Source: an optimization exercise on an open RTL-to-GDS flow (aim: small area, a short achievable clock period and few clock cycles per item). Production flows keep margins and buffers that such runs may drop.
Function was checked by simulation only, so behaviour that the tests miss may differ from the original.
Power is estimated from default activity; no workload was simulated.

Design part4_mac, start of the top module:
module part4_mac(clk, reset, a, b, f, valid_in, valid_out);
==> flow/config.mk <==
export PLATFORM = sky130hd
export DESIGN_NAME = part4_mac
export DESIGN_NICKNAME = part4_mac
export VERILOG_FILES = /design/flow/design.v
export SDC_FILE = /design/flow/constraint.sdc
export NUM_CORES = 4
export LEC_CHECK = 0
export CAP_MARGIN = 20
export CORE_MARGIN = 2
export CORE_UTILIZATION = 70
export CTS_BUF_LIST = sky130_fd_sc_hd__clkbuf_4 sky130_fd_sc_hd__clkbuf_8
export GPL_ROUTABILITY_DRIVEN = 0
export PLACE_DENSITY = 0.75
export SETUP_SLACK_MARGIN = 3.1
export SLEW_MARGIN = 20
export TNS_END_PERCENT = 10
==> flow/constraint.sdc <==
create_clock -name core_clock -period 6.0 [get_ports {clk}]
set_input_delay 1.2000 -clock core_clock [delete_from_list [all_inputs] [get_ports {clk}]]
set_output_delay 1.2000 -clock core_clock [all_outputs]
set_load 0.01 [all_outputs]
standard.sh (not shown) runs the stock make flow with config.mk's settings and CLKGATE_MAP_FILE= SYNTH_SCRIPT=/design/flow/synth_recipe.tcl, a recipe that flattens the netlist after the stock synthesis.
==> flow/flow/run.sh <==
#!/bin/bash
# The standard layout, with two changes:
#  - one extra step between synthesis and floorplan: flow/bubble.py removes
#    the inverters that Yosys's full-adder extraction leaves around full
#    adders (a full adder is self-dual, so it can work on complemented inputs
#    and give complemented outputs instead). Registers and the logic
#    function are unchanged.
#  - the I/O ports are buffered with buf_2 cells instead of the default
#    delay-buffer cells.
set -uo pipefail
R=$PWD/orfs/results/sky130hd/part4_mac/base
P='BUFFER_PORTS_ARGS=-buffer_cell sky130_fd_sc_hd__buf_2'
bash standard.sh "$P" synth > synth.log 2>&1 || exit 1
cp "$R/1_2_yosys.v" 1_2_yosys_standard.v
python3 flow/bubble.py 1_2_yosys_standard.v "$R/1_2_yosys.v" > bubble.log 2>&1 || exit 1
touch "$R/1_2_yosys.v"
bash standard.sh "$P" finish > standard.log 2>&1
Other scripts of this flow, unchanged in this note and not shown: flow/flow/bubble.py
Testbench counts at the start, summed over its fixed seeds: cycles 4,824, items 4,800.
Rerun with:
CORE_UTILIZATION = 65   (was 70)
GPL_ROUTABILITY_DRIVEN = not set   (was 0)
Effect:
- worst hold slack is better by 45 ps
- wire length came out higher by 1.8%
- final cell count came out higher by 1.5%
- design area came out lower by 1.3%
- area after synthesis is unchanged
- setup slack is better by 39 ps
- count of clock-buffer cells in the layout came out lower by 6
Rerun with:
==> flow/flow/run.sh (replaced) <==
#!/bin/bash
# The standard layout, with one extra step between synthesis and
# floorplan: flow/bubble.py removes the inverters that Yosys's full-adder
# extraction leaves around full adders (a full adder is self-dual, so it can
# work on complemented inputs and give complemented outputs instead).
# Registers and the logic function are unchanged.
set -uo pipefail
R=$PWD/orfs/results/sky130hd/part4_mac/base
bash standard.sh synth > synth.log 2>&1 || exit 1
cp "$R/1_2_yosys.v" 1_2_yosys_standard.v
python3 flow/bubble.py 1_2_yosys_standard.v "$R/1_2_yosys.v" > bubble.log 2>&1 || exit 1
touch "$R/1_2_yosys.v"
bash standard.sh finish > standard.log 2>&1
CORE_UTILIZATION = 75   (was 65)
PLACE_DENSITY = 0.85   (was 0.75)
What happened: The changed run produced a clean layout; sequential share of layout area goes down by 1.1 points; power goes up by roughly a tenth; clock skew barely changes; routed wire length goes up by a quarter to a third; core utilization goes up by 15 points; global-route usage goes up by 11 points; clock power goes up by about a fifth; non-clock buffer count goes up by 2; synthesized area is unchanged.
Rerun with:
==> flow/flow/run.sh (replaced) <==
#!/bin/bash
# The standard layout, with two changes:
#  - one extra step between synthesis and floorplan: flow/bubble.py removes
#    the inverters that Yosys's full-adder extraction leaves around full
#    adders (a full adder is self-dual, so it can work on complemented inputs
#    and give complemented outputs instead). Registers and the logic
#    function are unchanged.
#  - the I/O ports are buffered with buf_2 cells instead of the default
#    delay-buffer cells.
set -uo pipefail
R=$PWD/orfs/results/sky130hd/part4_mac/base
P='BUFFER_PORTS_ARGS=-buffer_cell sky130_fd_sc_hd__buf_2'
bash standard.sh "$P" synth > synth.log 2>&1 || exit 1
cp "$R/1_2_yosys.v" 1_2_yosys_standard.v
python3 flow/bubble.py 1_2_yosys_standard.v "$R/1_2_yosys.v" > bubble.log 2>&1 || exit 1
touch "$R/1_2_yosys.v"
bash standard.sh "$P" finish > standard.log 2>&1
CORE_UTILIZATION = 65   (was 75)
GPL_ROUTABILITY_DRIVEN = 0   (was not set)
PLACE_DENSITY = 0.75   (was 0.85)
SETUP_SLACK_MARGIN = 3.2   (was 3.1)
After rerunning: Register-to-register slack gets better by 190 ps. Flip-flop and latch count is unchanged. Worst setup slack improves by 190 ps. Sequential power hardly moves. Core utilization decreases by 15 points.

Another version of the RTL of part4_mac (not shown whole).
Size in the first run: about 730 cells after synthesis, roughly 60 I/O pins, about 8000 µm² of cells after synthesis.
export LEC_CHECK = 0
export CAP_MARGIN = 20
export CORE_MARGIN = 2
export CORE_UTILIZATION = 65
export CTS_BUF_LIST = sky130_fd_sc_hd__clkbuf_4 sky130_fd_sc_hd__clkbuf_8
export PLACE_DENSITY = 0.75
export SETUP_SLACK_MARGIN = 3.1
export SLEW_MARGIN = 20
export TNS_END_PERCENT = 10
create_clock -name core_clock -period 6.0 [get_ports {clk}]
==> flow/flow/run.sh <==
#!/bin/bash
# The standard layout, with one extra step between synthesis and
# floorplan: flow/bubble.py removes the inverters that Yosys's full-adder
# extraction leaves around full adders (a full adder is self-dual, so it can
# work on complemented inputs and give complemented outputs instead).
# Registers and the logic function are unchanged.
set -uo pipefail
R=$PWD/orfs/results/sky130hd/part4_mac/base
bash standard.sh synth > synth.log 2>&1 || exit 1
cp "$R/1_2_yosys.v" 1_2_yosys_standard.v
python3 flow/bubble.py 1_2_yosys_standard.v "$R/1_2_yosys.v" > bubble.log 2>&1 || exit 1
touch "$R/1_2_yosys.v"
bash standard.sh finish > standard.log 2>&1
Other scripts of this flow, unchanged in this note and not shown: flow/flow/bubble.py
The first run completed without violations.
Testbench counts at the start, summed over its fixed seeds: cycles 4,824, items 4,800.
Edit:
Settings changed: SETUP_SLACK_MARGIN 3.1 to 3.3.
The new run produced a clean layout.
Sequential power is about the same.
Power grows by 0.80%.
Clock-buffer cell count shrinks by 1.
Hold slack improves by 0.029 ns.
Clock skew stays flat.
Final area grows by 2.0%.
Area after synthesis stays the same.
Sequential share of layout area shrinks by 0.42 points.
Non-clock buffer count grows by 26.
Clock power shrinks by 12%.
Register-to-register slack degrades by 0.03 ns.
Edit:
==> flow/flow/run.sh (replaced) <==
#!/bin/bash
# The standard layout, with two changes:
#  - one extra step between synthesis and floorplan: flow/bubble.py removes
#    the inverters that Yosys's full-adder extraction leaves around full
#    adders (a full adder is self-dual, so it can work on complemented inputs
#    and give complemented outputs instead). Registers and the logic
#    function are unchanged.
#  - the I/O ports are buffered with buf_2 cells instead of the default
#    delay-buffer cells.
set -uo pipefail
R=$PWD/orfs/results/sky130hd/part4_mac/base
P='BUFFER_PORTS_ARGS=-buffer_cell sky130_fd_sc_hd__buf_2'
bash standard.sh "$P" synth > synth.log 2>&1 || exit 1
cp "$R/1_2_yosys.v" 1_2_yosys_standard.v
python3 flow/bubble.py 1_2_yosys_standard.v "$R/1_2_yosys.v" > bubble.log 2>&1 || exit 1
touch "$R/1_2_yosys.v"
bash standard.sh "$P" finish > standard.log 2>&1
Settings changed: GPL_ROUTABILITY_DRIVEN from default to 0, SETUP_SLACK_MARGIN 3.3 to 3.1.
What happened:
- power decreases by about 0.8%
- die area stays the same
- global-route usage decreases by 1.3 points
- synthesized area does not change
- sequential share of layout area increases by 1.3 points
- worst setup slack gains 0.039 ns
- clock-buffer cell count is unchanged
- synthesized cell count does not change
- wire length decreases by 7.4%
Edit:
==> flow/flow/run.sh (replaced) <==
#!/bin/bash
# The standard layout, with one extra step between synthesis and
# floorplan: flow/bubble.py removes the inverters that Yosys's full-adder
# extraction leaves around full adders (a full adder is self-dual, so it can
# work on complemented inputs and give complemented outputs instead).
# Registers and the logic function are unchanged.
set -uo pipefail
R=$PWD/orfs/results/sky130hd/part4_mac/base
bash standard.sh synth > synth.log 2>&1 || exit 1
cp "$R/1_2_yosys.v" 1_2_yosys_standard.v
python3 flow/bubble.py 1_2_yosys_standard.v "$R/1_2_yosys.v" > bubble.log 2>&1 || exit 1
touch "$R/1_2_yosys.v"
bash standard.sh finish > standard.log 2>&1
Settings changed: CORE_UTILIZATION 65 to 40, CTS_BUF_LIST sky130_fd_sc_hd__clkbuf_4 sky130_fd_sc_hd__clkbuf_8 to default, GPL_ROUTABILITY_DRIVEN 0 to default, PLACE_DENSITY 0.75 to default, TNS_END_PERCENT 10 to default.
Outcome: The changed run ran to the end with no violations; combinational power rises by about 9%; via count rises by about 1.7%; maximum frequency falls by about 1%; utilization falls by 25 points; clock power rises by about 16%; worst setup slack gets worse by 0.032 ns; critical path depth rises by 1; clock-buffer cell count rises by 5; worst hold slack gets worse by 0.0056 ns; cell area rises by about 11%; final cell count rises by about 18%.

part4_mac again, from the RTL that the note above started with.
Settings: LEC_CHECK=0, CAP_MARGIN=20, CORE_MARGIN=2, CORE_UTILIZATION=40, CTS_BUF_LIST=sky130_fd_sc_hd__clkbuf_4 sky130_fd_sc_hd__clkbuf_8, SETUP_SLACK_MARGIN=3.1, SLEW_MARGIN=20; clock period 6.0 ns.
==> flow/flow/run.sh <==
#!/bin/bash
# The standard layout, with one extra step between synthesis and
# floorplan: flow/bubble.py removes the inverters that Yosys's full-adder
# extraction leaves around full adders (a full adder is self-dual, so it can
# work on complemented inputs and give complemented outputs instead).
# Registers and the logic function are unchanged.
set -uo pipefail
R=$PWD/orfs/results/sky130hd/part4_mac/base
bash standard.sh synth > synth.log 2>&1 || exit 1
cp "$R/1_2_yosys.v" 1_2_yosys_standard.v
python3 flow/bubble.py 1_2_yosys_standard.v "$R/1_2_yosys.v" > bubble.log 2>&1 || exit 1
touch "$R/1_2_yosys.v"
bash standard.sh finish > standard.log 2>&1
Other scripts of this flow, unchanged in this note and not shown: flow/flow/bubble.py
The first run completed with no timing, DRC or antenna violations.
Testbench counts at the start, summed over its fixed seeds: cycles 4,824, items 4,800.
Change:
CORE_UTILIZATION = 65   (was 40)
PLACE_DENSITY = 0.75   (was unset)
What happened:
- via count is higher by a few percent
- critical path depth stays the same
- design area falls by a few percent
- maximum frequency came out higher slightly
- synthesized area stays the same
- non-clock buffer count shrinks by 12
- combinational power is lower by a few percent
- clock power rises by roughly a tenth
- power falls slightly
- routed wire length increases slightly
- setup slack is better by 20 ps
Change:
CTS_BUF_LIST = unset   (was sky130_fd_sc_hd__clkbuf_4 sky130_fd_sc_hd__clkbuf_8)
After rerunning: The new run passed the timing, design-rule and antenna checks; total power rose by about a fifth; design area rose by a few percent; hold slack is worse by 3.3 ps; synthesized cell count stays the same; register-to-register slack gains 30 ps; area after synthesis stays the same; die area does not change; non-clock buffer count increases by 5; setup slack gets better by 28 ps; combinational power rises by about a fifth.
Change:
CTS_BUF_LIST = sky130_fd_sc_hd__clkbuf_4 sky130_fd_sc_hd__clkbuf_8   (was unset)
SETUP_SLACK_MARGIN = 2.9   (was 3.1)
TNS_END_PERCENT = 10   (was unset)
The changed run produced a clean layout.
Total power shrinks by 16%.
Worst hold slack gets worse by 14 ps.
Count of clock-buffer cells in the layout is unchanged.
Setup slack got worse by 64 ps.

[port drivers added, routing unchanged]
The flow's constraints put no driver on any port. The routed layouts listed below were extracted and timed again, unchanged, in two steps. Step 1: set_driving_cell puts a clkbuf_16 on clk and a buf_2 on each other input, an assumption about the parent block. Step 2 adds t to the input delays and takes it off the output delays; t is the mean of the earliest and latest rising clock arrival at the registers after step 1. Input paths then give back, and output paths get back, about the clock's delay inside the block. Three values: ideal, step 1, step 2; two values: the first two.
| run | t, ns | setup WS [ns] | worst data-port slew with drivers (ns) |
|---|---|---|---|
| the first run of note 1 | 0.472 | 2.769 / 2.769 / 2.769 | 0.03 |
| the second run of note 1 | 0.476 | 2.808 / 2.808 / 2.808 | 0.04 |
| the third run of note 1 | 0.506 | 2.535 / 2.535 / 2.535 | 0.04 |
| the fourth run of note 1 | 0.482 | 2.722 / 2.722 / 2.722 | 0.03 |
| the first run of note 2 | 0.482 | 2.787 / 2.787 / 2.787 | 0.05 |
| the second run of note 2 | 0.488 | 2.762 / 2.762 / 2.762 | 0.04 |
| the third run of note 2 | 0.488 | 2.801 / 2.801 / 2.801 | 0.03 |
| the fourth run of note 2 | 0.459 | 2.768 / 2.768 / 2.768 | 0.03 |
| the first run of note 3 | 0.487 | 2.780 / 2.780 / 2.780 | 0.03 |
| the second run of note 3 | 0.475 | 2.800 / 2.800 / 2.800 | 0.05 |
| the third run of note 3 | 0.453 | 2.828 / 2.828 / 2.828 | 0.05 |
| the fourth run of note 3 | 0.482 | 2.764 / 2.764 / 2.764 | 0.03 |
After both steps setup and hold are still met in every run listed.
